Source: an optimization exercise on an open RTL-to-GDS flow (aim: small area). Production flows keep margins and buffers that such runs may drop. Function was checked by simulation only, so behaviour that the tests miss may differ from the original. In every run shown here, the design's own scripts or RTL, not TritonCTS, make the clock network. No driver is modelled on the clock port, so clock power and skew are understated where the tree is cut down; a real chip needs a root buffer or a tree. Power is estimated from default activity; no workload was simulated.

==> design/flow/design.v <==
module alarma (
    input wire clk,
    input wire rst,
    input wire reset,
    input wire btn_activate,
    input wire smoke_detected,
    output wire buzzer,
    output wire led_alert
);
    reg alarm_active, btn_prev, smoke_prev, reset_prev;
    always @(posedge clk) begin
        if (rst) begin
            alarm_active <= 1'b0;
            btn_prev <= 1'b0;
            smoke_prev <= 1'b0;
            reset_prev <= 1'b0;
        end else begin
            if (reset && !reset_prev) alarm_active <= 1'b0;
            else if ((btn_activate && !btn_prev) || (smoke_detected && !smoke_prev)) alarm_active <= 1'b1;
            btn_prev <= btn_activate;
            smoke_prev <= smoke_detected;
            reset_prev <= reset;
        end
    end
    localparam [11:0] P  = 12'b101010101010;
    localparam [11:0] SH = 12'b110001000100;
    reg  [11:0] h;
    reg  led_blink;
    wire [11:0] s = h ^ P;
    wire isE = (~h[1] & h[2] & h[3] & h[4] & ~h[5] & ~h[6] & ~h[7] & h[8] & h[9]);
    always @(posedge clk) begin
        if (!alarm_active | isE) h <= SH;
        else h <= {s[10:0], s[11] ^ s[10]} ^ P;
        led_blink <= alarm_active & (led_blink ^ isE);
    end
    assign buzzer    = ~alarm_active;
    assign led_alert = ~(alarm_active & led_blink);
endmodule
module platform(
    input clk,
    input rst,
    input [1:0] switch_pos,
    input stop_Up,
    input stop_Down,
    output reg [3:0] step_out
);
    localparam [6:0] P  = 7'b0101010;
    localparam [6:0] SH = 7'b1100010;
    reg  [6:0] h;
    wire [6:0] s = h ^ P;
    wire isE = (h[1] & h[3] & ~h[4] & h[5] & ~h[6]);
    always @(posedge clk) begin
        if (rst | isE) h <= SH;
        else h <= {s[5:0], s[6] ^ s[5]} ^ P;
    end
    reg [2:0] step_index;
    reg [3:0] step_sequence;
    always @(*) begin
        case (step_index)
            3'd0: step_sequence = 4'b1000;
            3'd1: step_sequence = 4'b1100;
            3'd2: step_sequence = 4'b0100;
            3'd3: step_sequence = 4'b0110;
            3'd4: step_sequence = 4'b0010;
            3'd5: step_sequence = 4'b0011;
            3'd6: step_sequence = 4'b0001;
            default: step_sequence = 4'b1001;
        endcase
    end
    wire en = isE & (switch_pos[0] ? (~switch_pos[1] & stop_Up) : (switch_pos[1] & stop_Down));
    wire dn = switch_pos[1];
    wire c1 = en & (step_index[0] ^ dn);
    wire c2 = c1 & (step_index[1] ^ dn);
    always @(posedge clk) begin
        if (rst) begin
            step_index <= 3'd0;
            step_out <= 4'b0000;
        end else begin
            step_index <= step_index ^ {c2, c1, en};
            step_out <= step_sequence;
        end
    end
endmodule
module servo_principal(
    input clk,
    input rst,
    input presence_1,
    input presence_2,
    output reg PWM1,
    output reg PWM2
);
    localparam [9:0] CP  = 10'b1010101010;
    localparam [9:0] CSH = 10'b0101110110;
    reg  [9:0] ch;
    wire [9:0] cs = ch ^ CP;
    wire wrap = (~ch[0] & ch[1] & ~ch[3] & ch[4] & ~ch[5] & ch[6] & ~ch[7] & ch[8] & ~ch[9]);
    wire at49 = (~ch[0] & ch[1] & ~ch[2] & ch[3] & ~ch[4] & ch[5] & ~ch[6] & ch[7] & ch[9]);
    wire at99 = (ch[0] & ~ch[1] & ~ch[2] & ch[3] & ~ch[4] & ch[5] & ch[6] & ch[8] & ch[9]);
    reg lt50, lt100;
    always @(posedge clk) begin
        if (rst | wrap) ch <= CSH;
        else ch <= {cs[8:0], cs[9] ^ cs[6]} ^ CP;
        lt50  <= rst | wrap | (lt50 & ~at49);
        lt100 <= rst | wrap | (lt100 & ~at99);
    end
    localparam [16:0] P  = 17'b01010101010101010;
    localparam [16:0] SH = 17'b00010111010011111;
    localparam [16:0] RH = 17'b00010101010101010;
    reg  [16:0] h1;
    wire [16:0] s1 = h1 ^ P;
    wire z1 = ~(s1[0] | s1[1] | s1[2] | s1[3] | s1[4] | s1[5] | s1[6] | s1[7] | s1[8] | s1[9] | s1[10] | s1[12] | s1[13] | s1[14] | s1[15]);
    wire done1 = z1 & ~s1[16];
    wire fb1 = (s1[16] ^ s1[13]) & ~z1;
    always @(posedge clk) begin
        if (rst) h1 <= RH;
        else if (!presence_1) h1 <= SH;
        else h1 <= {s1[15:0], fb1} ^ P;
    end
    reg  [16:0] h2;
    wire [16:0] s2 = h2 ^ P;
    wire z2 = ~(s2[0] | s2[1] | s2[2] | s2[3] | s2[4] | s2[5] | s2[6] | s2[7] | s2[8] | s2[9] | s2[10] | s2[12] | s2[13] | s2[14] | s2[15]);
    wire done2 = z2 & ~s2[16];
    wire fb2 = (s2[16] ^ s2[13]) & ~z2;
    always @(posedge clk) begin
        if (rst) h2 <= RH;
        else if (!presence_2) h2 <= SH;
        else h2 <= {s2[15:0], fb2} ^ P;
    end
    always @(posedge clk) begin
        PWM1 <= ~rst & (done1 ? lt50 : lt100);
        PWM2 <= ~rst & (done2 ? lt100 : lt50);
    end
endmodule
module SmartLights(
    input  wire clk,
    input  wire rst,
    input  wire reset_n,
    input  wire pir_input_1,
    input  wire pir_input_2,
    output reg  led_output_1,
    output reg  led_output_2
);
    localparam [17:0] P  = 18'b101010101010101010;
    localparam [17:0] SH = 18'b100011000111111110;
    wire clr = rst | ~reset_n;
    reg  [17:0] h1;
    wire [17:0] s1 = h1 ^ P;
    wire z1 = ~(s1[2] | s1[3] | s1[4] | s1[5] | s1[6] | s1[7] | s1[8] | s1[9] | s1[10] | s1[11] | s1[12] | s1[13] | s1[14] | s1[15] | s1[16]);
    wire done1 = z1 & ~s1[17];
    wire fb1 = (s1[17] ^ s1[16]) & ~z1;
    wire ld1 = clr | ~pir_input_1;
    always @(posedge clk) begin
        h1 <= ld1 ? SH : ({s1[16:0], fb1} ^ P);
        led_output_1 <= ~clr & (~pir_input_1 | ~done1);
    end
    reg  [17:0] h2;
    wire [17:0] s2 = h2 ^ P;
    wire z2 = ~(s2[2] | s2[3] | s2[4] | s2[5] | s2[6] | s2[7] | s2[8] | s2[9] | s2[10] | s2[11] | s2[12] | s2[13] | s2[14] | s2[15] | s2[16]);
    wire done2 = z2 & ~s2[17];
    wire fb2 = (s2[17] ^ s2[16]) & ~z2;
    wire ld2 = clr | ~pir_input_2;
    always @(posedge clk) begin
        h2 <= ld2 ? SH : ({s2[16:0], fb2} ^ P);
        led_output_2 <= ~clr & (~pir_input_2 | ~done2);
    end
endmodule
module House
(
    input  wire       CLK_50,           
    input  wire       RST,              
    input  wire       RESET_ALARM,      
    input  wire       BTN_ACTIVATE,
    input  wire       SMOKE_SENSOR,
    input  wire [1:0] SWITCH_POS,
    input  wire       LIMIT_UP_N,       
    input  wire       LIMIT_DOWN_N,     
    input  wire       PRESENCE_S1,
    input  wire       PRESENCE_S2,
    input  wire       LIGHTS_RESET_N,   
    input  wire       PIR_INPUT_1,
    input  wire       PIR_INPUT_2,
    output wire       BUZZER_OUT,
    output wire       LED_ALERT_OUT,
    output wire [3:0] STEPPER_OUT,
    output wire       SERVO_PWM1,
    output wire       SERVO_PWM2,
    output wire       LED_LIGHT_1,
    output wire       LED_LIGHT_2
);
    alarma u_alarma (
        .clk            (CLK_50),
        .rst            (RST),
        .reset          (RESET_ALARM),
        .btn_activate   (BTN_ACTIVATE),
        .smoke_detected (SMOKE_SENSOR),
        .buzzer         (BUZZER_OUT),
        .led_alert      (LED_ALERT_OUT)
    );
    platform u_platform (
        .clk        (CLK_50),
        .rst        (RST),
        .switch_pos (SWITCH_POS),
        .stop_Up    (LIMIT_UP_N),
        .stop_Down  (LIMIT_DOWN_N),
        .step_out   (STEPPER_OUT)
    );
    servo_principal u_servos (
        .clk        (CLK_50),
        .rst        (RST),
        .presence_1 (PRESENCE_S1),
        .presence_2 (PRESENCE_S2),
        .PWM1       (SERVO_PWM1),
        .PWM2       (SERVO_PWM2)
    );
    SmartLights u_lights (
        .clk         (CLK_50),
        .rst         (RST),
        .reset_n     (LIGHTS_RESET_N),
        .pir_input_1 (PIR_INPUT_1),
        .pir_input_2 (PIR_INPUT_2),
        .led_output_1(LED_LIGHT_1),
        .led_output_2(LED_LIGHT_2)
    );
endmodule
==> design/flow/flow/run.sh <==
#!/bin/bash
set -euo pipefail
W=$(pwd)
rm -rf "$W/scripts_abc"
cp -r "$FLOW_HOME/scripts" "$W/scripts_abc"
cp "$W/flow/abc_area_map.script" "$W/scripts_abc/abc_speed.script"
SCRIPTS_DIR="$W/scripts_abc" bash standard.sh synth > "$W/synth.log" 2>&1
export BUFFER_PORTS_ARGS="-buffer_cell sky130_fd_sc_hd__buf_1"
export PRE_CTS_TCL=$W/flow/cts_pre.tcl
bash standard.sh > "$W/layout.log" 2>&1
==> design/flow/flow/abc_area_map.script <==
strash
dch
map -a
topo
==> design/flow/flow/cts_pre.tcl <==
# Clock tree built by hand: the clock port drives a few clock buffers directly, each
# driving one cluster of flip-flops (clusters by k-means on placed positions).
# CTS itself is then skipped; the rest of ORFS's CTS step (legalisation, timing repair) runs.
set cts_buf  [expr {[info exists ::env(MY_CTS_BUF)] ? $::env(MY_CTS_BUF) : "sky130_fd_sc_hd__clkbuf_16"}]
# smaller buffers tried per cluster, largest first, kept while the estimated clock-pin
# slew stays under cts_slew_target (ns)
set cts_smaller {sky130_fd_sc_hd__buf_12 sky130_fd_sc_hd__buf_8 sky130_fd_sc_hd__clkbuf_8}
set cts_slew_target 0.110
set cts_k    [expr {[info exists ::env(MY_CTS_K)] ? $::env(MY_CTS_K) : 4}]
set block [ord::get_db_block]
set clk_net [$block findNet CLK_50]
set sinks {}
foreach it [$clk_net getITerms] {
  set inst [$it getInst]
  lassign [$inst getLocation] x y
  set m [$inst getMaster]
  lappend sinks [list $it [expr {$x + [$m getWidth]/2}] [expr {$y + [$m getHeight]/2}]]
}
set n [llength $sinks]
puts "hand CTS: $n sinks, $cts_k buffers of $cts_buf"
# k-means, seeded along the sorted x coordinate
set sorted [lsort -real -index 1 $sinks]
set cx {}; set cy {}
for {set k 0} {$k < $cts_k} {incr k} {
  set s [lindex $sorted [expr {int(($k + 0.5) * $n / $cts_k)}]]
  lappend cx [lindex $s 1]; lappend cy [lindex $s 2]
}
for {set iter 0} {$iter < 50} {incr iter} {
  set sx [lrepeat $cts_k 0.0]; set sy [lrepeat $cts_k 0.0]; set sc [lrepeat $cts_k 0]
  set assign {}
  foreach s $sinks {
    set best 0; set bd 1e30
    for {set k 0} {$k < $cts_k} {incr k} {
      set d [expr {abs([lindex $s 1]-[lindex $cx $k]) + abs([lindex $s 2]-[lindex $cy $k])}]
      if {$d < $bd} { set bd $d; set best $k }
    }
    lappend assign $best
    lset sx $best [expr {[lindex $sx $best] + [lindex $s 1]}]
    lset sy $best [expr {[lindex $sy $best] + [lindex $s 2]}]
    lset sc $best [expr {[lindex $sc $best] + 1}]
  }
  for {set k 0} {$k < $cts_k} {incr k} {
    if {[lindex $sc $k] > 0} {
      lset cx $k [expr {[lindex $sx $k] / [lindex $sc $k]}]
      lset cy $k [expr {[lindex $sy $k] / [lindex $sc $k]}]
    }
  }
}
set master [[ord::get_db] findMaster $cts_buf]
for {set k 0} {$k < $cts_k} {incr k} {
  set inst [odb::dbInst_create $block $master "clkbuf_hand_$k"]
  set net [odb::dbNet_create $block "clknet_hand_$k"]
  $net setSigType CLOCK
  [$inst findITerm A] connect $clk_net
  [$inst findITerm X] connect $net
  $inst setLocation [expr {int([lindex $cx $k])}] [expr {int([lindex $cy $k])}]
  $inst setPlacementStatus PLACED
  lappend nets $net
  puts "cluster $k: [lindex $sc $k] sinks"
}
foreach s $sinks a $assign {
  set it [lindex $s 0]
  $it disconnect
  $it connect [lindex $nets $a]
}
$clk_net setSigType CLOCK
set_propagated_clock [all_clocks]
proc hand_cluster_slew {net} {
  set mx 0.0
  foreach it [$net getITerms] {
    if {[$it isInputSignal]} {
      set pin [get_pins [[$it getInst] getName]/[[$it getMTerm] getName]]
      set s [get_property $pin slew_max]
      if {$s > $mx} { set mx $s }
    }
  }
  return $mx
}
for {set k 0} {$k < $cts_k} {incr k} {
  set inst [$block findInst "clkbuf_hand_$k"]
  set net [lindex $nets $k]
  foreach cand $cts_smaller {
    set prev [[$inst getMaster] getName]
    replace_cell [$inst getName] $cand
    estimate_parasitics -placement
    set s [hand_cluster_slew $net]
    if {$s > $cts_slew_target} {
      replace_cell [$inst getName] $prev
      estimate_parasitics -placement
      break
    }
  }
  puts "cluster $k: [[$inst getMaster] getName], slew [hand_cluster_slew $net]"
}
rename clock_tree_synthesis orig_clock_tree_synthesis
proc clock_tree_synthesis {args} { puts "clock_tree_synthesis skipped: hand-built tree" }
==> design/flow/standard.sh <==
#!/bin/bash
# synth_recipe.tcl (not shown) runs the flow's synth.tcl, then flattens the netlist and writes it again
# the make line also repeats each setting of config.mk as NAME=value (left out here)
make -C /OpenROAD-flow-scripts/flow DESIGN_CONFIG=/design/flow/config.mk WORK_HOME=/design/flow/orfs CLKGATE_MAP_FILE= SYNTH_SCRIPT=/design/flow/synth_recipe.tcl "${@:-finish}"
==> design/flow/config.mk <==
export PLATFORM = sky130hd
export DESIGN_NAME = House
export DESIGN_NICKNAME = House
export VERILOG_FILES = /design/flow/design.v
export SDC_FILE = /design/flow/constraint.sdc
export NUM_CORES = 4
export LEC_CHECK = 0
export CAP_MARGIN = 20
export CORE_MARGIN = 2
export CORE_UTILIZATION = 70
export SLEW_MARGIN = 20
==> design/flow/constraint.sdc <==
create_clock -name core_clock -period 10.0 [get_ports {CLK_50}]
set_input_delay 2.0000 -clock core_clock [delete_from_list [all_inputs] [get_ports {CLK_50}]]
set_output_delay 2.0000 -clock core_clock [all_outputs]
set_load 0.01 [all_outputs]
==> results of run 1 <==
## kinds of logic (layout without fill, tap and decap cells)
family | Yosys count | in the layout | synth area share [%]
buffers and inverters | 30 | 57 | 3.31
AND/OR/NAND/NOR | 165 | 165 | 20.8
AO/OA/AOI/OAI | 36 | 36 | 5.96
flip-flops | 117 | 117 | 68.9
XOR/XNOR | 4 | 4 | 1.03
## state kept, by name (all words and copies together) (netlist names), 3 cells and up
register / count
u_servos.ch: 10
u_servos.h1: 17
u_servos.h2: 17
u_platform.step_out: 4
u_platform.step_index: 3
u_lights.h2: 18
u_alarma.h: 12
u_platform.h: 7
u_lights.h1: 18
## worst register-to-register path: cells and delay by family (launching register included)
| family | cells | cell delay, ns |
|---|---|---|
| simple gates | 5 | 1.06 |
| flops | 1 | 0.33 |
| compound gates | 1 | 0.14 |
## area by class of cell
cell class | instances | area [um^2] | area share (%)
flip-flops and latches | 117 | 2340 | 64.5
plain buffers | 4 | 80.1 | 2.20
well taps | 54 | 67.6 | 1.86
multi-input cells | 205 | 945 | 26.0
inverters | 30 | 113 | 3.10
repair buffers | 23 | 86.3 | 2.38
## placed cells by master, fill, tap and decap left out
cell,netlist,layout
buf_12,0,4
nand3_1,7,7
or4_2,2,2
nor3_1,8,8
o31ai_1,1,1
o21ai_0,9,9
buf_1,0,23
a31oi_1,3,3
nor4_1,3,3
nor2_1,55,55
o221a_2,1,1
o311a_2,1,1
nor3b_1,4,4
clkinv_1,30,30
xnor2_1,2,2
nor4b_1,2,2
nand2_1,74,74
or2_2,3,3
dfxtp_1,117,117
and3_2,1,1
nand4_1,6,6
o22ai_1,3,3
a21oi_1,18,18
xor2_1,2,2
## worst max-delay path by stage
stage / cells past startpoint / from / end
after floorplan: 6 / RST / u_lights.h1[12]
after global placement: 7 / RST / u_lights.h1[1]
after detailed placement: 7 / RST / u_lights.h2[4]
after CTS: 7 / RST / u_lights.h2[17]
after global routing: 7 / RST / u_lights.h2[17]
final: 7 / RST / u_lights.h1[5]
## layer usage
layer | track usage [%] | vias to the layer above | routed length [um]
met5 | 0 | - | 0
met4 | 3.23 | 0 | 73
met3 | 2.19 | 8 | 199
met2 | 31.7 | 46 | 2350
met1 | 29.9 | 1029 | 2740
li1 | - | 1194 | -
## power by group
group | internal (mW) | total [mW] | switching [mW]
registers | 0.486 | 0.498 | 0.0121
clock network | 0.0653 | 0.171 | 0.105
logic | 0.0124 | 0.0346 | 0.0222
total | 0.564 | 0.704 | 0.140
## stage by stage
step | cell area, um^2 | util [%] | instances
detailed placement | 3550 | 75.7 | 429
finish | 3630 | 77.4 | 433
CTS | 3630 | 77.4 | 433
global placement | 3550 | 75.7 | 429
floorplan | 3400 | - | 352
global route | 3630 | 77.4 | 433
==> impl_metrics.json, run 1 <==
{
  "min_to": "u_lights.h2[2]",
  "worstHoldStart": "u_lights.h2[1]",
  "required_ns": 10.08,
  "fin_crit_sh_pct": 40.3,
  "synthDistinctLibCells": 22,
  "synthTopCellsByArea": "dfxtp_1 69%, nand2_1 8.2%, nor2_1 6.1%, clkinv_1 3.3%, a21oi_1 2.6%",
  "dpl_worst_slack_ns": 5.81,
  "path_clk_slew_ns": 0.10,
  "fin_nets": 395,
  "hold_violations": 0,
  "worstSetupStartpointType": "primary input",
  "via_per_inst": 5.26,
  "hold_depth": 1,
  "drt_first_pass_iters": 4,
  "cts_resized": 0,
  "fill_cells": 338,
  "path_delay_family": "buffers and inverters",
  "syn-cell-area_um2": 3400,
  "worstRegToRegCells": 6,
  "n_antenna_cell": 0,
  "period_needed_ns": 4.03,
  "ys_top_cells_by_count": "117 x dfxtp_1, 74 x nand2_1, 55 x nor2_1, 30 x clkinv_1, 18 x a21oi_1",
  "die_h_um": 73.7,
  "grt_setup_unrepaired": "false",
  "async_reset_ff_share_pct": 0,
  "ctsHoldBuffers": 0,
  "layout_setup_ws_ns": 5.97,
  "finalPower_uw": 704,
  "wl_per_cell_um": 12.4,
  "syn_inst": 352,
  "synthFlopType": "dfxtp_1",
  "power_leakage_nw": 1.40,
  "totalWireLength_um": 5370,
  "synth_most_common_cell": "dfxtp_1",
  "ys_seq_area_share_pct": 68.9,
  "max_freq_mhz": 248,
  "critPathMaxFanout": 17,
  "rrSetupSlack_ns": 8.34,
  "area_delta_synth_final_pct": 6.88,
  "first_iter_violations": 119,
  "crit_type": "in2reg",
  "setup_violations": 0,
  "timing.rr.end": "u_lights.led_output_2",
  "dieArea_um2": 5430,
  "initial_utilization_pct": 72.5,
  "tightest_slew_ns": 0.809,
  "slew_headroom_pct": 46.1,
  "gr-total-overflow": 0,
  "portBuffers": 23,
  "max_stage_delay_ns": 0.59,
  "vdd_ir_drop_max_v": 0.000164,
  "cap_violations": 0,
  "yosysTopAreaCell": "dfxtp_1",
  "insertion_delay_ns": 0.14,
  "postSynthAreaPerCell_um2": 9.66,
  "synth_fp_nets": 366,
  "hpwl_um": 3830,
  "grt_pass1_wl_um": 8800,
  "p_per_area_nw_per_um2": 194,
  "end_kind": "flop",
  "cts_setup_buffers": 0,
  "yosysTopAreaCellShare_pct": 68.9,
  "num_vias": 2277,
  "status": "timing/DRC/antenna clean",
  "fp.dieW_um": 73.7,
  "r2r_start": "u_lights.h2[2]",
  "maxSlewViolCount": 0,
  "grt_max_degree": 32,
  "num_rows": 25,
  "setup-tns-final_ns": 0,
  "ios": 24,
  "hold_slack_ns": 0.377,
  "path_cells": "buf_1, clkinv_1, nand2_1, clkinv_1, nand2_1, clkinv_1, nand2_1",
  "grt_usage_pct": 19.9,
  "fp.coreArea_um2": 4690,
  "antenna_found_initial": 0,
  "antenna_left": 0,
  "grt_pass1_vias": 2045,
  "yosys_warnings": 4,
  "synth-edff-count": 0,
  "critPathArrivalTime_ns": 4.11,
  "cpMaxStageDelayCell": "buf_1",
  "drive_above_1_share_pct": 3.17,
  "gp_congestion": 0.801,
  "skew_ns": 0.00758,
  "drc": 0,
  "ys_ff_latch": 117,
  "hold_class": "reg2reg",
  "path_buf_inv": 4
}
==> inputs of run 2 (changes only) <==
==> design/flow/flow/abc_area_map.script (replaced) <==
strash
&get -n
&st
&dch -f
&nf -a -R 1000 -F 10 -A 10
&put
==> run 2 against run 1 <==
Effect of this change:
- die area down 0.73%
- critical endpoint is now u_lights.h2[6]
- utilization fell by 0.29 points
- fmax rose by 28%
- routed wire length down 5.7%
- clock power about the same
- still clean on timing, DRC and antenna
- sequential cell count is the same
- setup slack improved by 0.89 ns
- clock skew grew 0.040 ns
- cell count shrank 5.3%
- sequential power barely moved
- final area is 0.38% lower
==> impl_metrics.json, run 2 <==
{
  "status": "timing/DRC/antenna clean",
  "tightest_slew_ns": 0.616,
  "num_rows": 25,
  "synth_simple_gate_area_share_pct": 23.2,
  "regArea_um2": 2340,
  "synthTopCellsByArea": "dfxtp_1 69%, nand2_1 7.2%, nor2_1 5.9%, nor3_1 1.9%, xor2_1 1.8%",
  "dpl_worst_slack_ns": 6.69,
  "ys_ff_latch": 117,
  "critPathArrivalTime_ns": 3.16,
  "swShare_pct": 19.2,
  "antenna_left": 0,
  "ios": 24,
  "grt_usage_pct": 19.6,
  "die_h_um": 73.4,
  "ys_seq_area_share_pct": 69.4,
  "wl_per_cell_um": 12.3,
  "initial_utilization_pct": 71.9,
  "yosysTopAreaCell": "dfxtp_1",
  "hold_class": "reg2reg",
  "path_clk_slew_ns": 0.11,
  "worstRegToRegCells": 4,
  "maxSlewViolCount": 0,
  "timing.rr.end": "u_servos.ch[0]",
  "first_iter_violations": 81,
  "synthFlopType": "dfxtp_1",
  "r2r_start": "u_servos.ch[0]",
  "required_ns": 10.02,
  "synth_xor_area_share_pct": 2.86,
  "syn_inst": 328,
  "layout_setup_ws_ns": 6.86,
  "insertion_delay_ns": 0.17,
  "muxShareOfSynthArea_pct": 0,
  "max_freq_mhz": 318,
  "postSynthAreaPerCell_um2": 10.3,
  "mostFrequentLayoutCells": "117 x dfxtp_1, 65 x nand2_1, 53 x nor2_1",
  "ys_top_cells_by_count": "117 x dfxtp_1, 65 x nand2_1, 53 x nor2_1, 13 x nor3_1, 10 x a21oi_1",
  "hold_slack_ns": 0.357,
  "area_delta_synth_final_pct": 7.31,
  "hold_violations": 0,
  "synthAdderAreaFrac_pct": 0,
  "slew_headroom_pct": 58.9,
  "synth_top_family_by_area": "simple AND/OR/NAND/NOR gates",
  "multiInputGateArea_um2": 1010,
  "cts_resized": 0,
  "p_per_area_nw_per_um2": 194,
  "p_comb_share_pct": 4.7,
  "totalWireLength_um": 5060,
  "grt_max_degree": 36,
  "synth_fp_nets": 342,
  "portBuffers": 23,
  "setup-tns-final_ns": 0,
  "grt_pass1_wl_um": 8720,
  "synth-edff-count": 0,
  "post-place-cells": 406,
  "critPathMaxFanout": 35,
  "skew_ns": 0.0479,
  "fin_nets": 372,
  "reg.largest.list": "u_lights.h1 x18, u_lights.h2 x18",
  "synthDistinctLibCells": 29,
  "final_util_pct": 77.1,
  "seq_power_share_pct": 70.9,
  "worstHoldStart": "u_lights.h2[4]",
  "p_switching_uw": 135,
  "grt_setup_unrepaired": "false",
  "power_leakage_nw": 1.38,
  "fp.coreArea_um2": 4690,
  "synth_most_common_cell": "dfxtp_1",
  "dieArea_um2": 5390,
  "syn-cell-area_um2": 3370,
  "mostFrequentLayoutCell": "dfxtp_1",
  "n_antenna_cell": 0,
  "yosysTopAreaCellShare_pct": 69.4,
  "drt_first_pass_iters": 4,
  "via_per_inst": 5.26,
  "synth-compound-area-share_pct": 3.82,
  "period_needed_ns": 3.14,
  "num_vias": 2156,
  "cts_setup_buffers": 0,
  "p_int_uw": 567,
  "final_cell_area_um2": 3620,
  "setup_violations": 0,
  "finalPower_uw": 702,
  "min_to": "u_lights.h2[5]",
  "rrSetupSlack_ns": 8.63,
  "drive_above_1_share_pct": 1.40,
  "hpwl_um": 3690,
  "grt_pass1_vias": 2046,
  "end_kind": "flop",
  "ctsHoldBuffers": 0,
  "postPlaceCellArea_um2": 3530,
  "final_cells": 410,
  "fill_cells": 318,
  "crit_type": "in2reg",
  "fp.dieW_um": 73.4,
  "fin_crit_sh_pct": 31.4,
  "antenna_found_initial": 0,
  "drc": 0,
  "vdd_ir_drop_max_v": 0.000157,
  "cap_violations": 0,
  "yosys_warnings": 4,
  "gr-total-overflow": 0,
  "worstSetupStartpointType": "primary input",
  "hold_depth": 1,
  "p_clk_share_pct": 24.4,
  "gp_congestion": 0.762,
  "async_reset_ff_share_pct": 0
}
==> run 2: layout make-up <==
type                    instances  area share [%]
plain buffers                   4            2.35
inverters                       6           0.622
multi-input cells             205            27.9
flip-flops and latches        117            64.7
well taps                      54            1.87
repair buffers                 24            2.59
==> run 2: how the worst max path moves through the flow <==
stage	depth (start not counted)	start	end	slack (ns)
floorplan	6	SWITCH_POS[1]	u_platform.step_index[2]	7.22
global placement	5	RST	u_lights.h2[1]	6.78
detailed placement	5	RST	u_lights.h1[12]	6.69
CTS	5	RST	u_lights.h2[6]	6.85
global route	5	RST	u_lights.h2[8]	6.69
finish	5	RST	u_lights.h2[6]	6.86
==> run 2: layer usage <==
layer / GRT usage [%] / share of wire [%] / vias to the layer above
met5: 0 / 0 / -
met4: 2.83 / 0.91 / 0
met3: 2.06 / 2.4 / 5
met2: 34.8 / 49 / 16
met1: 26.5 / 48 / 995
li1: - / - / 1140
==> run 2: power by group through the flow <==
stage          combinational, mW  clock [mW]  sequential (mW)
2_1_floorplan             0.0221           0            0.506
3_3_place_gp              0.0320           0            0.508
3_5_place_dp              0.0334           0            0.509
4_1_cts                   0.0335       0.173            0.498
5_1_grt                   0.0383       0.192            0.501
6_report                  0.0331       0.171            0.498
==> run 2: kinds of logic (layout without fill, tap and decap cells) <==
kind of cell,after synthesis,count (layout)
AO/OA/AOI/OAI,21,21
XOR/XNOR,11,11
buffers and inverters,6,34
flip-flops,117,117
AND/OR/NAND/NOR,173,173
==> run 2: critical path, cell delays in order <==
cell and delay, ns:
buf_1 0.07, buf_4 0.23, nor2b_1 0.25, and2_0 0.48
nand2_1 0.12
==> inputs of run 3 (changes only) <==
--- a/design/flow/design.v
+++ b/design/flow/design.v
@@ -53,10 +53,26 @@
         if (rst | isE) h <= SH;
         else h <= {s[5:0], s[6] ^ s[5]} ^ P;
     end
-    reg [2:0] step_index;
+    reg [2:0] prev_index;
+    reg mv_up, mv_dn;
+    wire after_rst = mv_up & mv_dn;
+    wire mv = mv_up ^ mv_dn;
+    wire c1 = mv & (prev_index[0] ^ mv_dn);
+    wire c2 = c1 & (prev_index[1] ^ mv_dn);
+    always @(posedge clk) begin
+        if (rst) begin
+            prev_index <= 3'd0;
+            mv_up <= 1'b1;
+            mv_dn <= 1'b1;
+        end else begin
+            prev_index <= prev_index ^ {c2, c1, mv};
+            mv_up <= isE & switch_pos[0] & ~switch_pos[1] & stop_Up;
+            mv_dn <= isE & switch_pos[1] & ~switch_pos[0] & stop_Down;
+        end
+    end
     reg [3:0] step_sequence;
     always @(*) begin
-        case (step_index)
+        case (prev_index)
             3'd0: step_sequence = 4'b1000;
             3'd1: step_sequence = 4'b1100;
             3'd2: step_sequence = 4'b0100;
@@ -67,19 +83,7 @@
             default: step_sequence = 4'b1001;
         endcase
     end
-    wire en = isE & (switch_pos[0] ? (~switch_pos[1] & stop_Up) : (switch_pos[1] & stop_Down));
-    wire dn = switch_pos[1];
-    wire c1 = en & (step_index[0] ^ dn);
-    wire c2 = c1 & (step_index[1] ^ dn);
-    always @(posedge clk) begin
-        if (rst) begin
-            step_index <= 3'd0;
-            step_out <= 4'b0000;
-        end else begin
-            step_index <= step_index ^ {c2, c1, en};
-            step_out <= step_sequence;
-        end
-    end
+    always @(*) step_out = after_rst ? 4'b0000 : step_sequence;
 endmodule
 module servo_principal(
     input clk,
==> design/flow/flow/abc_area_map.script (replaced) <==
strash
&get -n
&st
&dch -f
&nf -a -R 1000 -F 10 -A 10
&put
strash
&get -n
&st
&dch -f
&nf -a -R 1000 -F 10 -A 10
&put
--- a/design/flow/flow/cts_pre.tcl
+++ b/design/flow/flow/cts_pre.tcl
@@ -5,7 +5,7 @@
 # smaller buffers tried per cluster, largest first, kept while the estimated clock-pin
 # slew stays under cts_slew_target (ns)
 set cts_smaller {sky130_fd_sc_hd__buf_12 sky130_fd_sc_hd__buf_8 sky130_fd_sc_hd__clkbuf_8}
-set cts_slew_target 0.110
+set cts_slew_target 0.118
 set cts_k    [expr {[info exists ::env(MY_CTS_K)] ? $::env(MY_CTS_K) : 4}]
 set block [ord::get_db_block]
 set clk_net [$block findNet CLK_50]
--- a/design/flow/config.mk
+++ b/design/flow/config.mk
@@ -5,7 +5,7 @@
 export SDC_FILE = /design/flow/constraint.sdc
 export NUM_CORES = 4
 export LEC_CHECK = 0
-export CAP_MARGIN = 20
+export CAP_MARGIN = 0
 export CORE_MARGIN = 2
 export CORE_UTILIZATION = 70
-export SLEW_MARGIN = 20
+export SLEW_MARGIN = 0
==> run 3 against run 2 <==
Effect of this change:
- sequential cell count is 2 lower
- final area is 0.69% lower
- area after synthesis is 0.59% lower
- clock power hardly changed
- via count is 0.32% higher
- first-iteration DRC count is 19% lower
- fmax is 4.5% lower
- register-to-register slack worse by 0.12 ns
- critical endpoint is now STEPPER_OUT[1]
- still clean
- synthesized cell count is 0.61% lower
==> impl_metrics.json, run 3 <==
{
  "setup_violations": 0,
  "ctsHoldBuffers": 0,
  "reg.largest.list": "u_lights.h1 x18, u_lights.h2 x18",
  "ys_top_cells_by_count": "115 x dfxtp_1, 60 x nand2_1, 55 x nor2_1, 13 x nor3_1, 9 x a21oi_1",
  "tightest_slew_ns": 0.724,
  "area_delta_synth_final_pct": 7.20,
  "ys_ff_latch": 115,
  "yosys_warnings": 4,
  "via_per_inst": 5.30,
  "status": "timing/DRC/antenna clean",
  "async_reset_ff_share_pct": 0,
  "ios": 24,
  "fp.dieW_um": 73.2,
  "drt_first_pass_iters": 4,
  "synth-edff-count": 0,
  "grt_pass1_wl_um": 8920,
  "finalPower_uw": 709,
  "hold_violations": 0,
  "skew_ns": 0.00754,
  "period_needed_ns": 3.29,
  "slew_headroom_pct": 51.5,
  "hpwl_um": 3620,
  "initial_utilization_pct": 71.9,
  "cts_setup_buffers": 0,
  "insertion_delay_ns": 0.14,
  "synth_top_family_by_area": "simple AND/OR/NAND/NOR gates",
  "end_kind": "primary output",
  "first_iter_violations": 66,
  "grt_pass1_vias": 2098,
  "mostFrequentLayoutCells": "115 x dfxtp_1, 60 x nand2_1, 55 x nor2_1",
  "totalWireLength_um": 5090,
  "postSynthAreaPerCell_um2": 10.3,
  "setup-tns-final_ns": 0,
  "antenna_left": 0,
  "layout_setup_ws_ns": 6.71,
  "mostFrequentLayoutCell": "dfxtp_1",
  "cts_resized": 0,
  "vdd_ir_drop_max_v": 0.000156,
  "post-place-cells": 404,
  "dpl_worst_slack_ns": 6.69,
  "dieArea_um2": 5360,
  "final_cell_area_um2": 3590,
  "grt_max_degree": 36,
  "antenna_found_initial": 0,
  "synth_xor_area_share_pct": 2.87,
  "power_leakage_nw": 1.38,
  "yosysTopAreaCellShare_pct": 68.7,
  "p_per_area_nw_per_um2": 197,
  "drc": 0,
  "num_rows": 25,
  "wl_per_cell_um": 12.5,
  "gr-total-overflow": 0,
  "synthDistinctLibCells": 28,
  "gp_congestion": 0.737,
  "synthAdderAreaFrac_pct": 0.373,
  "final_util_pct": 77.1,
  "synth-compound-area-share_pct": 4.55,
  "fp.coreArea_um2": 4660,
  "grt_usage_pct": 20.2,
  "portBuffers": 23,
  "max_freq_mhz": 304,
  "synth_most_common_cell": "dfxtp_1",
  "cap_violations": 0,
  "num_vias": 2163,
  "synth_fp_nets": 341,
  "ys_seq_area_share_pct": 68.7,
  "fin_nets": 371,
  "die_h_um": 73.2,
  "maxSlewViolCount": 0,
  "final_cells": 408,
  "grt_setup_unrepaired": "false",
  "syn_inst": 326,
  "critPathArrivalTime_ns": 1.29,
  "postPlaceCellArea_um2": 3510,
  "drive_above_1_share_pct": 1.41,
  "muxShareOfSynthArea_pct": 0,
  "hold_class": "reg2reg",
  "syn-cell-area_um2": 3350,
  "n_antenna_cell": 0,
  "synth_simple_gate_area_share_pct": 22.6,
  "synthFlopType": "dfxtp_1",
  "worstSetupStartpointType": "flop",
  "required_ns": 8.00,
  "synthTopCellsByArea": "dfxtp_1 69%, nand2_1 6.7%, nor2_1 6.2%, nor3_1 1.9%, xor2_1 1.6%",
  "critPathMaxFanout": 3,
  "path_clk_slew_ns": 0.10,
  "fin_crit_sh_pct": 32.9,
  "yosysTopAreaCell": "dfxtp_1",
  "hold_slack_ns": 0.375,
  "crit_type": "reg2out"
}
[run 3: cell types whose count changed after synthesis, sizes merged, moves of 2 or more]
cell / change
a41o: +2
clkinv: +2
dfxtp: -2
nand2: -5
nand3: -2
nand4: +2
nor2: +2
[run 3: final timing paths]
path,slack [ns],from,endpoint,cells past startpoint
worst min-delay path,0.37,u_platform.h[0],u_platform.h[1],1
worst max register to register,8.51,u_servos.h2[10],u_servos.PWM2,6
worst max-delay path,6.71,u_platform.mv_dn,STEPPER_OUT[1],4
worst min register to register,0.37,u_platform.h[0],u_platform.h[1],1
[run 3: routing by layer]
layer	vias to the layer above	track usage, %	wire, um
li1	1138	-	-
met2	27	36.2	2370
met4	0	3.29	77
met5	-	0	0
met1	993	27.2	2520
met3	5	1.38	121
[run 3: report_power, final]
part           switching (mW)  total (mW)  internal, mW
clock                   0.104       0.169        0.0653
combinational          0.0257      0.0447        0.0190
sequential             0.0151       0.495         0.480
total                   0.145       0.709         0.564
[run 3: kinds of logic (layout without fill, tap and decap cells)]
logic type | after synthesis | count (layout)
adders and majority gates | 1 | 1
AOI/OAI and AO/OA | 23 | 23
xor gates and xnor gates | 11 | 11
and+or+nand+nor | 168 | 168
buffers and inverters | 8 | 36
DFF | 115 | 115
[run 3: final cells by class]
type	instances	area (um^2)
plain buffers	4	80.1
multi-input cells	203	1020
repair buffers	24	93.8
flip-flops and latches	115	2300
fillers	311	1070
well taps	54	67.6
inverters	8	30.0
[run 3: worst max-delay path: stages, from the launching register on]
cell and delay [ns]:
dfxtp_1 0.35, ha_1 0.21, or2_0 0.26, o22ai_1 0.17, buf_1 0.17
==> inputs of run 4 (changes only) <==
==> design/flow/flow/abc_area_map.script (replaced) <==
strash
&get -n
&st
&dch -f
&nf -a -R 1000 -F 10 -A 10
&put
--- a/design/flow/flow/cts_pre.tcl
+++ b/design/flow/flow/cts_pre.tcl
@@ -5,7 +5,7 @@
 # smaller buffers tried per cluster, largest first, kept while the estimated clock-pin
 # slew stays under cts_slew_target (ns)
 set cts_smaller {sky130_fd_sc_hd__buf_12 sky130_fd_sc_hd__buf_8 sky130_fd_sc_hd__clkbuf_8}
-set cts_slew_target 0.118
+set cts_slew_target 0.110
 set cts_k    [expr {[info exists ::env(MY_CTS_K)] ? $::env(MY_CTS_K) : 4}]
 set block [ord::get_db_block]
 set clk_net [$block findNet CLK_50]
--- a/design/flow/config.mk
+++ b/design/flow/config.mk
@@ -5,7 +5,7 @@
 export SDC_FILE = /design/flow/constraint.sdc
 export NUM_CORES = 4
 export LEC_CHECK = 0
-export CAP_MARGIN = 0
+export CAP_MARGIN = 20
 export CORE_MARGIN = 2
 export CORE_UTILIZATION = 70
-export SLEW_MARGIN = 0
+export SLEW_MARGIN = 20
==> run 4 against run 3 <==
Effect of this change:
- still clean
- routed wire length down 0.33%
- sequential power barely moved
- via count is 0.65% higher
- combinational power hardly changed
- register-to-register slack better by 0.16 ns
- utilization up 0.11 points
- fmax down 0.41%
- critical path depth is the same
- sequential share of layout area is 0.089 points lower
- global-route usage is 0.85 points lower
- critical endpoint unchanged
- largest power group unchanged
- highest routed layer unchanged
==> impl_metrics.json, run 4 <==
{
  "antenna_left": 0,
  "ys_ff_latch": 115,
  "end_kind": "primary output",
  "ios": 24,
  "async_reset_ff_share_pct": 0,
  "skew_ns": 0.00789,
  "mostFrequentLayoutCell": "dfxtp_1",
  "gr-total-overflow": 0,
  "worstSetupStartpointType": "flop",
  "hpwl_um": 3650,
  "syn-cell-area_um2": 3360,
  "grt_usage_pct": 19.3,
  "vdd_ir_drop_max_v": 0.000145,
  "p_per_area_nw_per_um2": 197,
  "p_comb_share_pct": 6.3,
  "crit_type": "reg2out",
  "met3_usage_pct": 2.33,
  "grt_pass1_wl_um": 8620,
  "maxSlewViolCount": 0,
  "hold_depth": 1,
  "postSynthAreaPerCell_um2": 10.3,
  "drt_first_pass_iters": 4,
  "required_ns": 8.00,
  "ctsHoldBuffers": 0,
  "grt_max_degree": 36,
  "hold_violations": 0,
  "first_iter_violations": 107,
  "die_h_um": 73.3,
  "yosys_warnings": 4,
  "slew_headroom_pct": 58.6,
  "regArea_um2": 2300,
  "synth_fp_nets": 341,
  "max_freq_mhz": 303,
  "tightest_slew_ns": 0.621,
  "num_vias": 2177,
  "fin_crit_sh_pct": 33.0,
  "cts_setup_buffers": 0,
  "worstRegToRegCells": 4,
  "critPathArrivalTime_ns": 1.30,
  "fp.coreArea_um2": 4660,
  "synthDistinctLibCells": 31,
  "p_clk_share_pct": 23.8,
  "status": "timing/DRC/antenna clean",
  "wl_per_cell_um": 12.4,
  "grt.busiest_layer": "met2",
  "finalPower_uw": 708,
  "cap_violations": 0,
  "antenna_found_initial": 0,
  "fill_cells": 318,
  "grt_pass1_vias": 2026,
  "p_switching_uw": 144,
  "power_leakage_nw": 1.37,
  "area_delta_synth_final_pct": 7.19,
  "fp.dieW_um": 73.3,
  "reg.largest.list": "u_lights.h1 x18, u_lights.h2 x18",
  "postPlaceCellArea_um2": 3520,
  "synthTopCellsByArea": "dfxtp_1 69%, nand2_1 6.8%, nor2_1 5.9%, nor3_1 1.9%, xor2_1 1.8%",
  "drive_above_1_share_pct": 1.41,
  "portBuffers": 23,
  "ys_seq_area_share_pct": 68.6,
  "final_cell_area_um2": 3600,
  "initial_utilization_pct": 72.1,
  "swShare_pct": 20.3,
  "n_antenna_cell": 0,
  "via_per_inst": 5.34,
  "critPathMaxFanout": 3,
  "num_rows": 25,
  "yosysTopAreaCell": "dfxtp_1",
  "p_int_uw": 565,
  "cts_resized": 0,
  "ys_top_cells_by_count": "115 x dfxtp_1, 61 x nand2_1, 53 x nor2_1, 13 x nor3_1, 10 x a21oi_1",
  "use_met1_pct": 26.4,
  "syn_inst": 326,
  "path_clk_slew_ns": 0.11,
  "drc": 0,
  "mostFrequentLayoutCells": "115 x dfxtp_1, 61 x nand2_1, 53 x nor2_1",
  "period_needed_ns": 3.30,
  "totalWireLength_um": 5070,
  "gp_congestion": 0.763,
  "fin_nets": 371,
  "synthFlopType": "dfxtp_1",
  "multiInputGateArea_um2": 1030,
  "insertion_delay_ns": 0.14,
  "hold_class": "reg2reg",
  "setup-tns-final_ns": 0,
  "synth_most_common_cell": "dfxtp_1",
  "synth-edff-count": 0,
  "setup_violations": 0,
  "seq_power_share_pct": 69.8,
  "grt_setup_unrepaired": "false",
  "dieArea_um2": 5370,
  "yosysTopAreaCellShare_pct": 68.6,
  "grt.met2_usage_pct": 34.2
}
## run 4: power groups by stage
stage	clock network [mW]	logic [mW]	registers, mW
floorplan	0	0.0316	0.502
global placement	0	0.0436	0.505
detailed placement	0	0.0453	0.505
CTS	0.172	0.0456	0.495
global route	0.188	0.0520	0.497
finish	0.169	0.0450	0.494
## run 4: layout make-up
| type | instances | area share, % |
|---|---|---|
| buffer | 4 | 2.22 |
| inverter | 8 | 0.834 |
| multi-input combinational | 203 | 28.5 |
| sequential | 115 | 64.0 |
| tap | 54 | 1.88 |
| timing repair buffer | 24 | 2.61 |
## run 4: cell families (layout without fill, tap and decap cells)
kind of cell / count (synthesis) / after routing / synth area share [%]
buffers and inverters: 8 / 36 / 0.894
adders and majority gates: 1 / 1 / 0.373
AOI/OAI and AO/OA: 23 / 23 / 4.43
and+or+nand+nor: 168 / 168 / 22.9
DFF: 115 / 115 / 68.6
xor gates and xnor gates: 11 / 11 / 2.87
## run 4: stage by stage
stage                     util, %  setup slack, ns  hold slack, ns  cells
after floorplan                 -             6.98           0.343    326
after global placement       75.5             6.77           0.345    404
after detailed placement     75.5             6.69           0.349    404
after CTS                    77.2             6.68           0.372    408
after global routing         77.2             6.62           0.390    408
final                        77.2             6.70           0.372    408
## run 4: critical path: stages (launching register included)
cell     delay [ns]
dfxtp_1        0.36
ha_1           0.21
or2_0          0.26
o22ai_1        0.18
buf_1          0.17
## run 4: metal layers
layer  part of all wire (%)  routed length [um]
met5                      0                   0
met4                   0.97                  49
met3                    2.6                 130
met2                     49                2470
met1                     48                2420
## run 4: worst paths after layout
check	start	end	slack, ns
hold reg to reg	u_platform.h[0]	u_platform.h[1]	0.37
setup reg to reg	u_servos.ch[0]	u_servos.ch[0]	8.67
setup / recovery	u_platform.mv_dn	STEPPER_OUT[1]	6.70
hold / removal	u_platform.h[0]	u_platform.h[1]	0.37
==> inputs of run 5 (changes only) <==
--- a/design/flow/design.v
+++ b/design/flow/design.v
@@ -7,19 +7,19 @@
     output wire buzzer,
     output wire led_alert
 );
-    reg alarm_active, btn_prev, smoke_prev, reset_prev;
+    reg alarm_active, nbtn_prev, nsmoke_prev, nreset_prev;
     always @(posedge clk) begin
         if (rst) begin
             alarm_active <= 1'b0;
-            btn_prev <= 1'b0;
-            smoke_prev <= 1'b0;
-            reset_prev <= 1'b0;
+            nbtn_prev <= 1'b1;
+            nsmoke_prev <= 1'b1;
+            nreset_prev <= 1'b1;
         end else begin
-            if (reset && !reset_prev) alarm_active <= 1'b0;
-            else if ((btn_activate && !btn_prev) || (smoke_detected && !smoke_prev)) alarm_active <= 1'b1;
-            btn_prev <= btn_activate;
-            smoke_prev <= smoke_detected;
-            reset_prev <= reset;
+            if (reset && nreset_prev) alarm_active <= 1'b0;
+            else if ((btn_activate && nbtn_prev) || (smoke_detected && nsmoke_prev)) alarm_active <= 1'b1;
+            nbtn_prev <= ~btn_activate;
+            nsmoke_prev <= ~smoke_detected;
+            nreset_prev <= ~reset;
         end
     end
     localparam [11:0] P  = 12'b101010101010;
@@ -94,12 +94,12 @@
     output reg PWM2
 );
     localparam [9:0] CP  = 10'b1010101010;
-    localparam [9:0] CSH = 10'b0101110110;
+    localparam [9:0] CSH = 10'b1010101000;
     reg  [9:0] ch;
     wire [9:0] cs = ch ^ CP;
-    wire wrap = (~ch[0] & ch[1] & ~ch[3] & ch[4] & ~ch[5] & ch[6] & ~ch[7] & ch[8] & ~ch[9]);
-    wire at49 = (~ch[0] & ch[1] & ~ch[2] & ch[3] & ~ch[4] & ch[5] & ~ch[6] & ch[7] & ch[9]);
-    wire at99 = (ch[0] & ~ch[1] & ~ch[2] & ch[3] & ~ch[4] & ch[5] & ch[6] & ch[8] & ch[9]);
+    wire wrap = (~ch[0] & ch[1] & ch[2] & ~ch[3] & ~ch[4] & ~ch[5] & ~ch[6] & ch[8] & ~ch[9]);
+    wire at49 = (ch[2] & ~ch[3] & ch[8]);
+    wire at99 = (ch[0] & ch[4] & ~ch[6] & ~ch[9]);
     reg lt50, lt100;
     always @(posedge clk) begin
         if (rst | wrap) ch <= CSH;
==> design/flow/flow/abc_area_map.script (replaced) <==
strash
&get -n
&st
&dch -f
&nf -a -R 1000 -F 10 -A 10
&put
strash
&get -n
&st
&dch -f
&nf -a -R 1000 -F 10 -A 10
&put
--- a/design/flow/flow/cts_pre.tcl
+++ b/design/flow/flow/cts_pre.tcl
@@ -5,7 +5,7 @@
 # smaller buffers tried per cluster, largest first, kept while the estimated clock-pin
 # slew stays under cts_slew_target (ns)
 set cts_smaller {sky130_fd_sc_hd__buf_12 sky130_fd_sc_hd__buf_8 sky130_fd_sc_hd__clkbuf_8}
-set cts_slew_target 0.110
+set cts_slew_target 0.118
 set cts_k    [expr {[info exists ::env(MY_CTS_K)] ? $::env(MY_CTS_K) : 4}]
 set block [ord::get_db_block]
 set clk_net [$block findNet CLK_50]
--- a/design/flow/config.mk
+++ b/design/flow/config.mk
@@ -5,7 +5,7 @@
 export SDC_FILE = /design/flow/constraint.sdc
 export NUM_CORES = 4
 export LEC_CHECK = 0
-export CAP_MARGIN = 20
+export CAP_MARGIN = 0
 export CORE_MARGIN = 2
 export CORE_UTILIZATION = 70
-export SLEW_MARGIN = 20
+export SLEW_MARGIN = 0
==> run 5 against run 4 <==
Effect of this change:
- setup slack better by 0.027 ns
- synthesized cell count fell by 2.1%
- sequential power is 1% lower
- clock power about the same
- routed wire length shrank 4.0%
- register-to-register slack got worse by 0.24 ns
- critical path type unchanged
- largest cell class unchanged
==> impl_metrics.json, run 5 <==
{
  "critPathMaxFanout": 3,
  "drive_above_1_share_pct": 1.44,
  "synthFlopType": "dfxtp_1",
  "synthDistinctLibCells": 30,
  "fp.dieW_um": 72.9,
  "num_vias": 2109,
  "n_antenna_cell": 0,
  "grt_setup_unrepaired": "false",
  "portBuffers": 23,
  "timing.rr.end": "u_servos.PWM2",
  "antenna_found_initial": 0,
  "ys_seq_area_share_pct": 69.4,
  "fin_nets": 364,
  "slew_headroom_pct": 65.8,
  "area_delta_synth_final_pct": 7.27,
  "fp.coreArea_um2": 4660,
  "yosysTopAreaCell": "dfxtp_1",
  "first_iter_violations": 91,
  "fin_crit_sh_pct": 32.8,
  "yosys_warnings": 4,
  "mostFrequentLayoutCell": "dfxtp_1",
  "period_needed_ns": 3.28,
  "worstRegToRegCells": 6,
  "cts_resized": 0,
  "hold_violations": 0,
  "fill_cells": 325,
  "postSynthAreaPerCell_um2": 10.4,
  "postPlaceCellArea_um2": 3480,
  "num_rows": 25,
  "via_per_inst": 5.26,
  "multiInputGateArea_um2": 991,
  "vdd_ir_drop_max_v": 0.000139,
  "final_cell_area_um2": 3560,
  "ys_ff_latch": 115,
  "insertion_delay_ns": 0.14,
  "p_per_area_nw_per_um2": 195,
  "setup_violations": 0,
  "r2r_start": "u_servos.h2[8]",
  "skew_ns": 0.0183,
  "grt_usage_pct": 18.4,
  "maxSlewViolCount": 0,
  "worstHoldStart": "u_servos.h2[0]",
  "synth_most_common_cell": "dfxtp_1",
  "min_to": "u_servos.h2[1]",
  "mostFrequentLayoutCells": "115 x dfxtp_1, 59 x nor2_1, 56 x nand2_1",
  "syn-cell-area_um2": 3320,
  "tightest_slew_ns": 0.506,
  "hold_depth": 1,
  "worstSetupStartpointType": "flop",
  "hpwl_um": 3480,
  "ctsHoldBuffers": 0,
  "crit_type": "reg2out",
  "path_clk_slew_ns": 0.10,
  "wl_per_cell_um": 12.1,
  "grt_pass1_vias": 1956,
  "synth_fp_nets": 334,
  "ys_top_cells_by_count": "115 x dfxtp_1, 59 x nor2_1, 56 x nand2_1, 10 x nor3_1, 9 x a21oi_1",
  "max_freq_mhz": 305,
  "hold_class": "reg2reg",
  "grt_max_degree": 36,
  "totalWireLength_um": 4870,
  "setup-tns-final_ns": 0,
  "yosysTopAreaCellShare_pct": 69.4,
  "gp_congestion": 0.793,
  "drc": 0,
  "drt_first_pass_iters": 4,
  "regArea_um2": 2300,
  "reg.largest.list": "u_lights.h1 x18, u_lights.h2 x18",
  "end_kind": "primary output",
  "syn_inst": 319,
  "status": "timing/DRC/antenna clean",
  "dieArea_um2": 5310,
  "initial_utilization_pct": 71.2,
  "async_reset_ff_share_pct": 0,
  "ios": 24,
  "cap_violations": 0,
  "antenna_left": 0,
  "critPathLaunch": "u_platform.mv_dn",
  "die_h_um": 72.9,
  "grt_pass1_wl_um": 8160,
  "synth-edff-count": 0,
  "required_ns": 8.00,
  "synthTopCellsByArea": "dfxtp_1 69%, nor2_1 6.7%, nand2_1 6.3%, xor2_1 1.8%, nand2b_1 1.5%",
  "power_leakage_nw": 1.37,
  "critPathArrivalTime_ns": 1.28,
  "rrSetupSlack_ns": 8.43,
  "cts_setup_buffers": 0,
  "gr-total-overflow": 0
}
run 5: cell count changes after synthesis, sizes merged, moves of 2 or more:
cell and change:
a211oi +2, nand2 -5, nand2b +3, nand3 -2, nor2 +6, nor2b -5
nor3 -3, o41ai -2
run 5: layer usage:
metal  GRT usage (%)  share of wire [%]  vias up
met3            1.10                2.4        4
met5               0                  0        -
met1            24.6                 49      985
met4            2.26               0.88        0
met2            33.9                 48       16
li1                -                  -     1104
run 5: worst max-delay path by stage:
stage	endpoint	slack, ns
floorplan	STEPPER_OUT[1]	6.98
global placement	u_lights.h1[12]	6.77
detailed placement	u_lights.h1[4]	6.73
CTS	STEPPER_OUT[1]	6.72
global route	STEPPER_OUT[1]	6.63
finish	STEPPER_OUT[1]	6.72
run 5: cells by family (layout without fill, tap and decap cells):
group | Yosys count | count (layout) | share of synthesized area [%]
AND/OR/NAND/NOR | 160 | 160 | 21.5
flip-flops | 115 | 115 | 69.4
AO/OA/AOI/OAI | 24 | 24 | 4.82
XOR/XNOR | 12 | 12 | 3.17
buffers and inverters | 7 | 35 | 0.792
adder cells (fa/ha/maj) | 1 | 1 | 0.377
run 5: cell type report:
class / instances / share of cell area, %
buffer: 4 / 2.25
inverter: 7 / 0.738
multi-input combinational: 197 / 27.8
sequential: 115 / 64.7
tap: 54 / 1.90
timing repair buffer: 24 / 2.64
run 5: worst max-delay path, cell delays in order, from the launching register on:
cell and delay (ns):
dfxtp_1 0.35, ha_1 0.20, or2_0 0.26, o22ai_1 0.17
buf_1 0.17
run 5: power breakdown:
group	switching, mW	internal [mW]
Sequential	0.0121	0.477
Clock	0.102	0.0652
Combinational	0.0226	0.0166
Total	0.137	0.559
run 5: per-stage QoR:
step / hold slack, ns / power (mW) / utilization, % / cells / setup WS (ns)
2_1_floorplan: 0.343 / 0.524 / - / 319 / 6.98
3_3_place_gp: 0.345 / 0.537 / 74.7 / 397 / 6.77
3_5_place_dp: 0.351 / 0.539 / 74.7 / 397 / 6.73
4_1_cts: 0.378 / 0.700 / 76.4 / 401 / 6.72
5_1_grt: 0.398 / 0.723 / 76.4 / 401 / 6.63
6_report: 0.373 / 0.696 / 76.4 / 401 / 6.72
==> inputs of run 6 (changes only) <==
--- a/design/flow/config.mk
+++ b/design/flow/config.mk
@@ -8,4 +8,5 @@
 export CAP_MARGIN = 0
 export CORE_MARGIN = 2
 export CORE_UTILIZATION = 70
+export GPL_TIMING_DRIVEN = 0
 export SLEW_MARGIN = 0
==> run 6 against run 5 <==
Effect of this change:
- still clean
- first-iteration DRC count shrank 41%
- fmax shrank 1.9%
- area after synthesis is the same
- setup slack lost 0.064 ns
- register-to-register slack gained 0.06 ns
- via count grew 0.71%
- synthesized cell count is the same
- critical path depth is the same
- combinational power is essentially flat
==> impl_metrics.json, run 6 <==
{
  "cap_violations": 0,
  "n_antenna_cell": 0,
  "vdd_ir_drop_max_v": 0.000182,
  "mostFrequentLayoutCells": "115 x dfxtp_1, 59 x nor2_1, 56 x nand2_1",
  "drt_first_pass_iters": 4,
  "skew_ns": 0.0238,
  "ys_top_cells_by_count": "115 x dfxtp_1, 59 x nor2_1, 56 x nand2_1, 10 x nor3_1, 9 x a21oi_1",
  "fin_nets": 363,
  "max_freq_mhz": 299,
  "finalPower_uw": 690,
  "worstHoldStart": "u_lights.h1[1]",
  "p_per_area_nw_per_um2": 194,
  "power_leakage_nw": 1.37,
  "synth-edff-count": 0,
  "drc": 0,
  "via_per_inst": 5.31,
  "hold_violations": 0,
  "hold_depth": 1,
  "syn-cell-area_um2": 3320,
  "postSynthAreaPerCell_um2": 10.4,
  "hpwl_um": 3470,
  "tightest_slew_ns": 0.666,
  "initial_utilization_pct": 71.2,
  "yosysTopAreaCellShare_pct": 69.4,
  "grt_usage_pct": 17.8,
  "num_rows": 25,
  "mostFrequentLayoutCell": "dfxtp_1",
  "cts_setup_buffers": 0,
  "antenna_left": 0,
  "path_clk_slew_ns": 0.12,
  "synthFlopType": "dfxtp_1",
  "timing.rr.end": "u_servos.PWM1",
  "grt_pass1_wl_um": 7910,
  "yosysTopAreaCell": "dfxtp_1",
  "setup-tns-final_ns": 0,
  "wl_per_cell_um": 11.9,
  "syn_inst": 319,
  "end_kind": "flop",
  "die_h_um": 72.9,
  "gr-total-overflow": 0,
  "critPathMaxFanout": 35,
  "cts_resized": 0,
  "required_ns": 10.00,
  "ys_ff_latch": 115,
  "period_needed_ns": 3.34,
  "drive_above_1_share_pct": 1.45,
  "synth_fp_nets": 334,
  "final_cells": 400,
  "maxSlewViolCount": 0,
  "slew_headroom_pct": 55.6,
  "hold_class": "reg2reg",
  "synth_most_common_cell": "dfxtp_1",
  "grt_max_degree": 36,
  "ys_seq_area_share_pct": 69.4,
  "dieArea_um2": 5310,
  "yosys_warnings": 4,
  "fin_crit_sh_pct": 33.4,
  "fp.dieW_um": 72.9,
  "final_cell_area_um2": 3550,
  "worstRegToRegCells": 7,
  "portBuffers": 23,
  "synthDistinctLibCells": 30,
  "critPathArrivalTime_ns": 3.34,
  "fp.coreArea_um2": 4660,
  "antenna_found_initial": 0,
  "crit_type": "in2reg",
  "status": "timing/DRC/antenna clean",
  "insertion_delay_ns": 0.14,
  "ios": 24,
  "grt_pass1_vias": 1974,
  "totalWireLength_um": 4760,
  "ctsHoldBuffers": 0,
  "async_reset_ff_share_pct": 0,
  "first_iter_violations": 54,
  "rrSetupSlack_ns": 8.49,
  "grt_setup_unrepaired": "false",
  "postPlaceCellArea_um2": 3470,
  "r2r_start": "u_servos.h1[15]",
  "worstSetupStartpointType": "primary input",
  "post-place-cells": 396,
  "reg.largest.list": "u_lights.h1 x18, u_lights.h2 x18",
  "synthTopCellsByArea": "dfxtp_1 69%, nor2_1 6.7%, nand2_1 6.3%, xor2_1 1.8%, nand2b_1 1.5%",
  "num_vias": 2124,
  "gp_congestion": 0.799,
  "area_delta_synth_final_pct": 6.94,
  "min_to": "u_lights.h1[2]",
  "setup_violations": 0
}
==> run 6: layer usage <==
layer / vias up / part of all wire [%] / routed length [um] / track usage, %
met4: 0 / 0.80 / 38 / 1.44
met5: - / 0 / 0 / 0
met3: 2 / 2.5 / 121 / 1.38
met1: 986 / 47 / 2240 / 23.2
li1: 1109 / - / - / -
met2: 27 / 50 / 2370 / 33.5
==> run 6: cell families (layout without fill, tap and decap cells) <==
kind of cell               Yosys count  count (layout)  synth area share (%)
buffers and inverters                7              34                 0.792
xor gates and xnor gates            12              12                  3.17
AOI/OAI and AO/OA                   24              24                  4.82
DFF                                115             115                  69.4
and+or+nand+nor                    160             160                  21.5
adders and majority gates            1               1                 0.377
==> run 6: layout make-up <==
class	instances	area (um^2)
flip-flops and latches	115	2300
fillers	326	1110
multi-input cells	197	991
repair buffers	23	87.6
plain buffers	4	75.1
well taps	54	67.6
inverters	7	26.3
==> run 6: stage by stage <==
stage | hold WS, ns | utilization (%) | setup slack (ns)
after floorplan | 0.343 | - | 6.98
after global placement | 0.344 | 74.5 | 6.14
after detailed placement | 0.354 | 74.5 | 6.08
after CTS | 0.355 | 76.1 | 6.25
after global routing | 0.376 | 76.2 | 6.49
final | 0.347 | 76.2 | 6.66
==> run 6: where the power goes <==
part | switching, mW | internal [mW] | total [mW] | leakage (nW)
Sequential | 0.0121 | 0.477 | 0.489 | 0.945
Combinational | 0.0225 | 0.0164 | 0.0389 | 0.384
Clock | 0.101 | 0.0605 | 0.162 | 0.0356
==> run 6: worst max path at each step <==
stage	slack [ns]	end	from
floorplan	6.98	STEPPER_OUT[1]	u_platform.mv_dn
global placement	6.14	u_lights.h1[17]	RST
detailed placement	6.08	u_lights.h2[2]	RST
CTS	6.25	u_lights.h2[2]	RST
global route	6.49	u_lights.h2[2]	RST
finish	6.66	u_lights.h2[2]	RST
==> run 6: critical path, stage by stage <==
cell and delay [ns]:
clkbuf_2 0.38, nor2b_1 0.36, and2_0 0.47, nand2_1 0.12
==> inputs of run 7 (changes only) <==
--- a/design/flow/design.v
+++ b/design/flow/design.v
@@ -54,20 +54,20 @@
         else h <= {s[5:0], s[6] ^ s[5]} ^ P;
     end
     reg [2:0] prev_index;
-    reg mv_up, mv_dn;
-    wire after_rst = mv_up & mv_dn;
-    wire mv = mv_up ^ mv_dn;
+    reg mv, mv_dn;
+    wire after_rst = ~mv & mv_dn;
     wire c1 = mv & (prev_index[0] ^ mv_dn);
     wire c2 = c1 & (prev_index[1] ^ mv_dn);
+    wire go = isE & (switch_pos[0] ? (~switch_pos[1] & stop_Up) : (switch_pos[1] & stop_Down));
     always @(posedge clk) begin
         if (rst) begin
             prev_index <= 3'd0;
-            mv_up <= 1'b1;
+            mv <= 1'b0;
             mv_dn <= 1'b1;
         end else begin
             prev_index <= prev_index ^ {c2, c1, mv};
-            mv_up <= isE & switch_pos[0] & ~switch_pos[1] & stop_Up;
-            mv_dn <= isE & switch_pos[1] & ~switch_pos[0] & stop_Down;
+            mv <= go;
+            mv_dn <= go & switch_pos[1];
         end
     end
     reg [3:0] step_sequence;
==> run 7 against run 6 <==
Effect of this change:
- still clean on timing, DRC and antenna
- via count is 0.28% lower
- sequential power is 0.8% lower
- register-to-register slack hardly changed
- sequential cell count stayed put
- first-iteration DRC count stayed put
- setup slack better by 0.015 ns
- utilization is 0.49 points higher
- critical path type unchanged
- critical endpoint is now u_lights.h1[17]
- largest cell class unchanged
==> impl_metrics.json, run 7 <==
{
  "grt_max_degree": 36,
  "gp_congestion": 0.774,
  "synthFlopType": "dfxtp_1",
  "ys_ff_latch": 115,
  "async_reset_ff_share_pct": 0,
  "syn-cell-area_um2": 3310,
  "fin_crit_sh_pct": 33.3,
  "rrSetupSlack_ns": 8.49,
  "multiInputGateArea_um2": 988,
  "path_clk_slew_ns": 0.12,
  "worstSetupStartpointType": "primary input",
  "ys_top_cells_by_count": "115 x dfxtp_1, 59 x nor2_1, 58 x nand2_1, 11 x nor3_1, 10 x a21oi_1",
  "fp.dieW_um": 72.8,
  "maxSlewViolCount": 0,
  "num_vias": 2118,
  "antenna_left": 0,
  "skew_ns": 0.0201,
  "ys_seq_area_share_pct": 69.5,
  "yosysTopAreaCell": "dfxtp_1",
  "grt_usage_pct": 18.1,
  "yosysTopAreaCellShare_pct": 69.5,
  "cts_resized": 0,
  "gr-total-overflow": 0,
  "via_per_inst": 5.27,
  "antenna_found_initial": 0,
  "mostFrequentLayoutCell": "dfxtp_1",
  "setup_violations": 0,
  "end_kind": "flop",
  "setup-tns-final_ns": 0,
  "status": "timing/DRC/antenna clean",
  "fill_cells": 323,
  "hpwl_um": 3460,
  "drc": 0,
  "wl_per_cell_um": 12.0,
  "synth_fp_nets": 335,
  "num_rows": 25,
  "first_iter_violations": 54,
  "hold_violations": 0,
  "max_freq_mhz": 301,
  "portBuffers": 23,
  "initial_utilization_pct": 71.6,
  "synthTopCellsByArea": "dfxtp_1 69%, nor2_1 6.7%, nand2_1 6.6%, xor2_1 1.9%, nand2b_1 1.7%",
  "power_leakage_nw": 1.35,
  "syn_inst": 321,
  "dieArea_um2": 5300,
  "totalWireLength_um": 4800,
  "area_delta_synth_final_pct": 7.10,
  "n_antenna_cell": 0,
  "ctsHoldBuffers": 0,
  "reg.largest.list": "u_lights.h1 x18, u_lights.h2 x18",
  "critPathArrivalTime_ns": 3.36,
  "critPathMaxFanout": 35,
  "fin_nets": 364,
  "yosys_warnings": 4,
  "fp.coreArea_um2": 4630,
  "grt_pass1_wl_um": 7980,
  "synthDistinctLibCells": 28,
  "grt_pass1_vias": 1939,
  "mostFrequentLayoutCells": "115 x dfxtp_1, 59 x nor2_1, 58 x nand2_1",
  "slew_headroom_pct": 55.3,
  "cap_violations": 0,
  "drt_first_pass_iters": 4,
  "ios": 24,
  "hold_class": "reg2reg",
  "period_needed_ns": 3.33,
  "tightest_slew_ns": 0.670,
  "insertion_delay_ns": 0.15,
  "finalPower_uw": 679,
  "drive_above_1_share_pct": 1.44,
  "postSynthAreaPerCell_um2": 10.3,
  "regArea_um2": 2300,
  "cts_setup_buffers": 0,
  "vdd_ir_drop_max_v": 0.000153,
  "synth_most_common_cell": "dfxtp_1",
  "required_ns": 10.03,
  "synth-edff-count": 0,
  "p_per_area_nw_per_um2": 191,
  "die_h_um": 72.8,
  "crit_type": "in2reg",
  "grt_setup_unrepaired": "false"
}
[run 7: area by class of cell]
cell class	instances	share of cell area (%)
Tap cell	54	1.90
Sequential cell	115	64.9
Buffer	4	2.26
Timing Repair Buffer	23	2.47
Inverter	6	0.635
Multi-Input combinational cell	200	27.9
[run 7: power by group]
group	internal, mW	switching [mW]
clock	0.0653	0.102
sequential	0.475	0.00958
combinational	0.0111	0.0166
total	0.551	0.128
[run 7: final timing paths]
path	endpoint	from	cells past startpoint
worst min-delay path	u_servos.ch[8]	u_servos.ch[7]	1
worst max-delay path	u_lights.h1[17]	RST	4
worst min register to register	u_servos.ch[8]	u_servos.ch[7]	1
worst max register to register	u_servos.PWM2	u_servos.h2[10]	6
[run 7: logic make-up (layout without fill, tap and decap cells)]
| family | Yosys count | in the layout | share of synthesized area, % |
|---|---|---|---|
| compound gates | 25 | 25 | 4.76 |
| simple gates | 163 | 163 | 21.9 |
| xor+xnor | 12 | 12 | 3.17 |
| buf+inv | 6 | 33 | 0.680 |
| flops | 115 | 115 | 69.5 |
[run 7: worst max-delay path, cell delays in order]
cell and delay [ns]:
clkbuf_2 0.38, nor2b_1 0.36, and2_0 0.50, nand2_1 0.11
[run 7: per-stage QoR]
step / util, % / worst slack, ns / cell area [um^2] / hold slack, ns / instances
finish: 76.6 / 6.67 / 3550 / 0.364 / 402
floorplan: - / 7.22 / 3310 / 0.343 / 321
global placement: 74.9 / 6.10 / 3470 / 0.346 / 398
detailed placement: 74.9 / 6.07 / 3470 / 0.353 / 398
CTS: 76.6 / 6.18 / 3550 / 0.368 / 402
global route: 76.6 / 6.49 / 3550 / 0.385 / 402
[run 7: routing by layer]
metal / up-vias / share of wire [%] / GRT usage, %
li1: 1117 / - / -
met1: 947 / 50 / 24.3
met2: 42 / 44 / 31.8
met3: 12 / 3.7 / 1.93
met4: 0 / 2.2 / 3.91
met5: - / 0 / 0

## what the ideal ports hide
Ports are ideal in the flow. The routed layouts listed here were re-timed in OpenROAD.
Step 1: set_driving_cell puts a clkbuf_16 on CLK_50 and a buf_2 on each other input, an assumption about the parent block.
Step 2 also shifts input and output timing later by t, the mid clock arrival at the registers, as if the neighbouring blocks saw the same clock.
a / b / c = ideal / step 1 / step 2; a / b = the first two.
| run | t (ns) | slack for setup (ns) | worst register clock-pin slew, ns |
|---|---|---|---|
| run 1 | 0.211 | 5.968 / 6.017 / 5.806 | 0.10 / 0.10 |
| run 2 | 0.223 | 6.858 / 6.916 / 6.693 | 0.11 / 0.11 |
| run 3 | 0.210 | 6.710 / 6.630 / 6.690 | 0.10 / 0.10 |
| run 4 | 0.212 | 6.696 / 6.618 / 6.677 | 0.11 / 0.11 |
| run 5 | 0.211 | 6.724 / 6.645 / 6.728 | 0.11 / 0.11 |
| run 6 | 0.208 | 6.659 / 6.641 / 6.505 | 0.12 / 0.12 |
| run 7 | 0.214 | 6.674 / 6.733 / 6.519 | 0.12 / 0.12 |
After both steps every run listed still meets setup and hold. The setup slack of run 2, which loses most, moves by +0.058 ns with the drivers and by -0.165 ns with both steps.
